This is an optimization exercise on Yosys and OpenROAD, whose aim is small area, not a production implementation.
The RTL was checked by simulation tests, not by an equivalence proof against the original design.
Power is estimated from default activity; no workload was simulated.

## axi_lite_pwm_motor
module axi_lite_pwm_motor #(
    parameter int unsigned AXI_ADDR_W          = 12,
    parameter int unsigned AXI_DATA_W          = 32,
    parameter int unsigned CNT_W               = 32,
    parameter int unsigned CHANNELS            = 4,
    parameter bit          APPLY_ON_PERIOD_END = 1'b1)
    (
    input   logic                           clk,
    input   logic                           rst_n,
    input   logic   [AXI_ADDR_W-1:0]        s_axil_awaddr,
    input   logic                           s_axil_awvalid,
    output  logic                           s_axil_awready,
    input   logic   [AXI_DATA_W-1:0]        s_axil_wdata,
    input   logic   [(AXI_DATA_W/8)-1:0]    s_axil_wstrb,
    input   logic                           s_axil_wvalid,
    output  logic                           s_axil_wready,
    output  logic   [1:0]                   s_axil_bresp,
    output  logic                           s_axil_bvalid,
    input   logic                           s_axil_bready,
    input   logic   [AXI_ADDR_W-1:0]        s_axil_araddr,
    input   logic                           s_axil_arvalid,
    output  logic                           s_axil_arready,
    output  logic   [AXI_DATA_W-1:0]        s_axil_rdata,
    output  logic   [1:0]                   s_axil_rresp,
    output  logic                           s_axil_rvalid,
    input   logic                           s_axil_rready,
    output  logic   [CNT_W-1:0]             cnt,
    output  logic                           period_end,
    output  logic   [CHANNELS-1:0]          pwm_o,
    output  logic   [CHANNELS-1:0]          in1_o,
    output  logic   [CHANNELS-1:0]          in2_o);
Settings: LEC_CHECK=0, ABC_AREA=1, CAP_MARGIN=0, CORE_MARGIN=2, CORE_UTILIZATION=55, PLACE_DENSITY=0.85, SLEW_MARGIN=0; clock period 12.0 ns.
standard.sh (not shown) runs the stock make flow with config.mk's settings and CLKGATE_MAP_FILE= SYNTH_SCRIPT=/design/flow/synth_recipe.tcl, a recipe that flattens the netlist after the stock synthesis.
==> flow/flow/run.sh <==
#!/bin/bash
# Layout flow: the standard ORFS flow (standard.sh) with these changes to
# how the layout is made (the design, constraints and registers are unchanged):
#  - synthesis maps the logic with an area-oriented ABC script (flow/abc_area.script)
#    in place of ORFS's; everything else in synthesis is the standard script
#  - port buffers use the smallest buffer (sky130_fd_sc_hd__buf_1)
#  - CTS builds fewer, larger sink clusters and inserts no dummy loads
# The make output goes to flow_make.log here; ORFS keeps each step's log in orfs/logs.
set -euo pipefail
WORK=$PWD
rm -rf "$WORK/scripts_local"
cp -r "$FLOW_HOME/scripts" "$WORK/scripts_local"
cp "$WORK/flow/abc_area.script" "$WORK/scripts_local/abc_area.script"
bash standard.sh \
  SCRIPTS_DIR="$WORK/scripts_local" \
  ABC_AREA=1 \
  BUFFER_PORTS_ARGS="-buffer_cell sky130_fd_sc_hd__buf_1" \
  CTS_ARGS="-sink_clustering_enable -repair_clock_nets -dont_use_dummy_load -buf_list sky130_fd_sc_hd__clkbuf_16 -sink_clustering_size 30 -sink_clustering_max_diameter 100" \
  finish > "$WORK/flow_make.log" 2>&1
==> flow/flow/abc_area.script <==
strash
&get -n
&fraig -x
&put
scorr
dc2
strash
&get -n
&dc2
&dch -f
&nf -R 1000 -C 32 -F 8
&put
topo
dnsize -c
Rerun with:
CORE_UTILIZATION = 40   (was 55)
PLACE_DENSITY = not set   (was 0.85)
Via count drops by 3.1%.
Synthesized area stays the same.
Global-route usage fell by 5.9 points.
Sequential cell count stays the same.
Total power grows by 0.64%.
Setup slack gets better by 0.012 ns.
Critical path depth is unchanged.
Cell count came out higher by 9.1%.
Clock skew rose by 0.0078 ns.
Non-clock buffer count goes up by 13.
Wire length increases by 6.9%.
Rerun with:
--- a/flow/flow/run.sh
+++ b/flow/flow/run.sh
@@ -16,4 +16,4 @@
   ABC_AREA=1 \
   BUFFER_PORTS_ARGS="-buffer_cell sky130_fd_sc_hd__buf_1" \
-  CTS_ARGS="-sink_clustering_enable -repair_clock_nets -dont_use_dummy_load -buf_list sky130_fd_sc_hd__clkbuf_16 -sink_clustering_size 30 -sink_clustering_max_diameter 100" \
+  CTS_ARGS="-sink_clustering_enable -repair_clock_nets -dont_use_dummy_load -buf_list sky130_fd_sc_hd__clkbuf_16 -sink_clustering_size 30 -sink_clustering_max_diameter 100 -root_buf sky130_fd_sc_hd__clkbuf_8" \
   finish > "$WORK/flow_make.log" 2>&1
==> flow/flow/abc_area.script (replaced) <==
strash
&get -n
&fraig -x
&put
scorr
dc2
strash
&get -n
&dc2
&if -K 4
&mfs
&st
&dc2
&dch -f
&nf -R 1000 -C 32 -F 8
&put
topo
dnsize -c
CORE_UTILIZATION = 55   (was 40)
PLACE_DENSITY = 0.85   (was not set)
Result:
- setup slack loses 0.19 ns
- first-iteration DRC count came out higher by 55%
- routed wire length came out lower by 5.8%
- global-route usage came out higher by 6.0 points

Another version of the RTL of axi_lite_pwm_motor (not shown whole).
For scale: about 1300 cells after synthesis, roughly 470 flip-flops, about 150 I/O pins, roughly 19000 um^2 of cells after synthesis.
// axi_lite_pwm_motor
module axi_lite_pwm_motor #(
    parameter int unsigned AXI_ADDR_W          = 12,
    parameter int unsigned AXI_DATA_W          = 32,
    parameter int unsigned CNT_W               = 32,
    parameter int unsigned CHANNELS            = 4,
    parameter bit          APPLY_ON_PERIOD_END = 1'b1)
    (
    input   logic                           clk,
    input   logic                           rst_n,
    input   logic   [AXI_ADDR_W-1:0]        s_axil_awaddr,
    input   logic                           s_axil_awvalid,
    output  logic                           s_axil_awready,
    input   logic   [AXI_DATA_W-1:0]        s_axil_wdata,
    input   logic   [(AXI_DATA_W/8)-1:0]    s_axil_wstrb,
    input   logic                           s_axil_wvalid,
    output  logic                           s_axil_wready,
    output  logic   [1:0]                   s_axil_bresp,
    output  logic                           s_axil_bvalid,
    input   logic                           s_axil_bready,
    input   logic   [AXI_ADDR_W-1:0]        s_axil_araddr,
    input   logic                           s_axil_arvalid,
    output  logic                           s_axil_arready,
    output  logic   [AXI_DATA_W-1:0]        s_axil_rdata,
    output  logic   [1:0]                   s_axil_rresp,
    output  logic                           s_axil_rvalid,
    input   logic                           s_axil_rready,
    output  logic   [CNT_W-1:0]             cnt,
    output  logic                           period_end,
    output  logic   [CHANNELS-1:0]          pwm_o,
    output  logic   [CHANNELS-1:0]          in1_o,
    output  logic   [CHANNELS-1:0]          in2_o);
Settings: LEC_CHECK=0, ABC_AREA=1, CAP_MARGIN=20, CORE_MARGIN=2, CORE_UTILIZATION=40, SLEW_MARGIN=20; clock period 12.0 ns.
==> flow/flow/run.sh <==
#!/bin/bash
# Layout flow: the standard ORFS flow (standard.sh) with these changes to
# how the layout is made (the design, constraints and registers are unchanged):
#  - synthesis maps the logic with an area-oriented ABC script (flow/abc_area.script)
#    in place of ORFS's; everything else in synthesis is the standard script
#  - port buffers use the smallest buffer (sky130_fd_sc_hd__buf_1)
#  - CTS builds fewer, larger sink clusters and inserts no dummy loads
# The make output goes to flow_make.log here; ORFS keeps each step's log in orfs/logs.
set -euo pipefail
WORK=$PWD
rm -rf "$WORK/scripts_local"
cp -r "$FLOW_HOME/scripts" "$WORK/scripts_local"
cp "$WORK/flow/abc_area.script" "$WORK/scripts_local/abc_area.script"
bash standard.sh \
  SCRIPTS_DIR="$WORK/scripts_local" \
  ABC_AREA=1 \
  BUFFER_PORTS_ARGS="-buffer_cell sky130_fd_sc_hd__buf_1" \
  CTS_ARGS="-sink_clustering_enable -repair_clock_nets -dont_use_dummy_load -buf_list sky130_fd_sc_hd__clkbuf_16 -sink_clustering_size 30 -sink_clustering_max_diameter 100" \
  finish > "$WORK/flow_make.log" 2>&1
==> flow/flow/abc_area.script <==
strash
&get -n
&fraig -x
&put
scorr
dc2
strash
&get -n
&dch -f
&nf -R 1000
&put
topo
dnsize -c
Next try:
==> flow/flow/abc_area.script (replaced) <==
strash
&get -n
&fraig -x
&put
scorr
dc2
strash
&get -n
&dc2
&dch -f
&nf -R 1000 -C 32 -F 8
&put
topo
dnsize -c
--- a/flow/config.mk
+++ b/flow/config.mk
@@ -8,5 +8,5 @@
 export ABC_AREA = 1
-export CAP_MARGIN = 20
+export CAP_MARGIN = 0
 export CORE_MARGIN = 2
 export CORE_UTILIZATION = 40
-export SLEW_MARGIN = 20
+export SLEW_MARGIN = 0
Outcome:
- The new run completed without violations
- final area is lower by 0.99%
- core utilization climbs by 0.31 points
- die area went down by 0.81%
- synthesized cell count fell by 1.4%
- clock-buffer cell count is unchanged
- fmax went down by 2.5%
- worst hold slack is worse by 0.014 ns
- routed wire length stays flat
- area after synthesis went down by 0.83%

-- separate check: timing with driven ports --
How much do the figures lean on ideal ports? The routed layouts below were timed once more, with nothing changed but the port constraints.
Step 1 assumes that a clkbuf_16 drives the clock port and a buf_2 every other input.
Step 2 also shifts input and output timing later by t, the mid clock arrival at the registers, as if the neighbouring blocks saw the same clock.
Slacks: ideal / step 1 / step 2; pairs: ideal / step 1.
run	t, ns	slack for setup (ns)	worst register clock-pin slew, ns	worst data-port slew with drivers (ns)
the first run of note 1	0.580	2.942 / 2.892 / 3.471	0.12 / 0.12	0.04
the second run of note 1	0.580	2.955 / 2.904 / 3.484	0.12 / 0.12	0.05
the third run of note 1	0.635	2.760 / 2.715 / 3.350	0.12 / 0.12	0.04
the first run of note 2	0.595	3.195 / 3.140 / 3.736	0.12 / 0.12	0.04
the second run of note 2	0.585	2.969 / 2.919 / 3.505	0.12 / 0.12	0.04
After both steps every run listed still meets setup and hold.
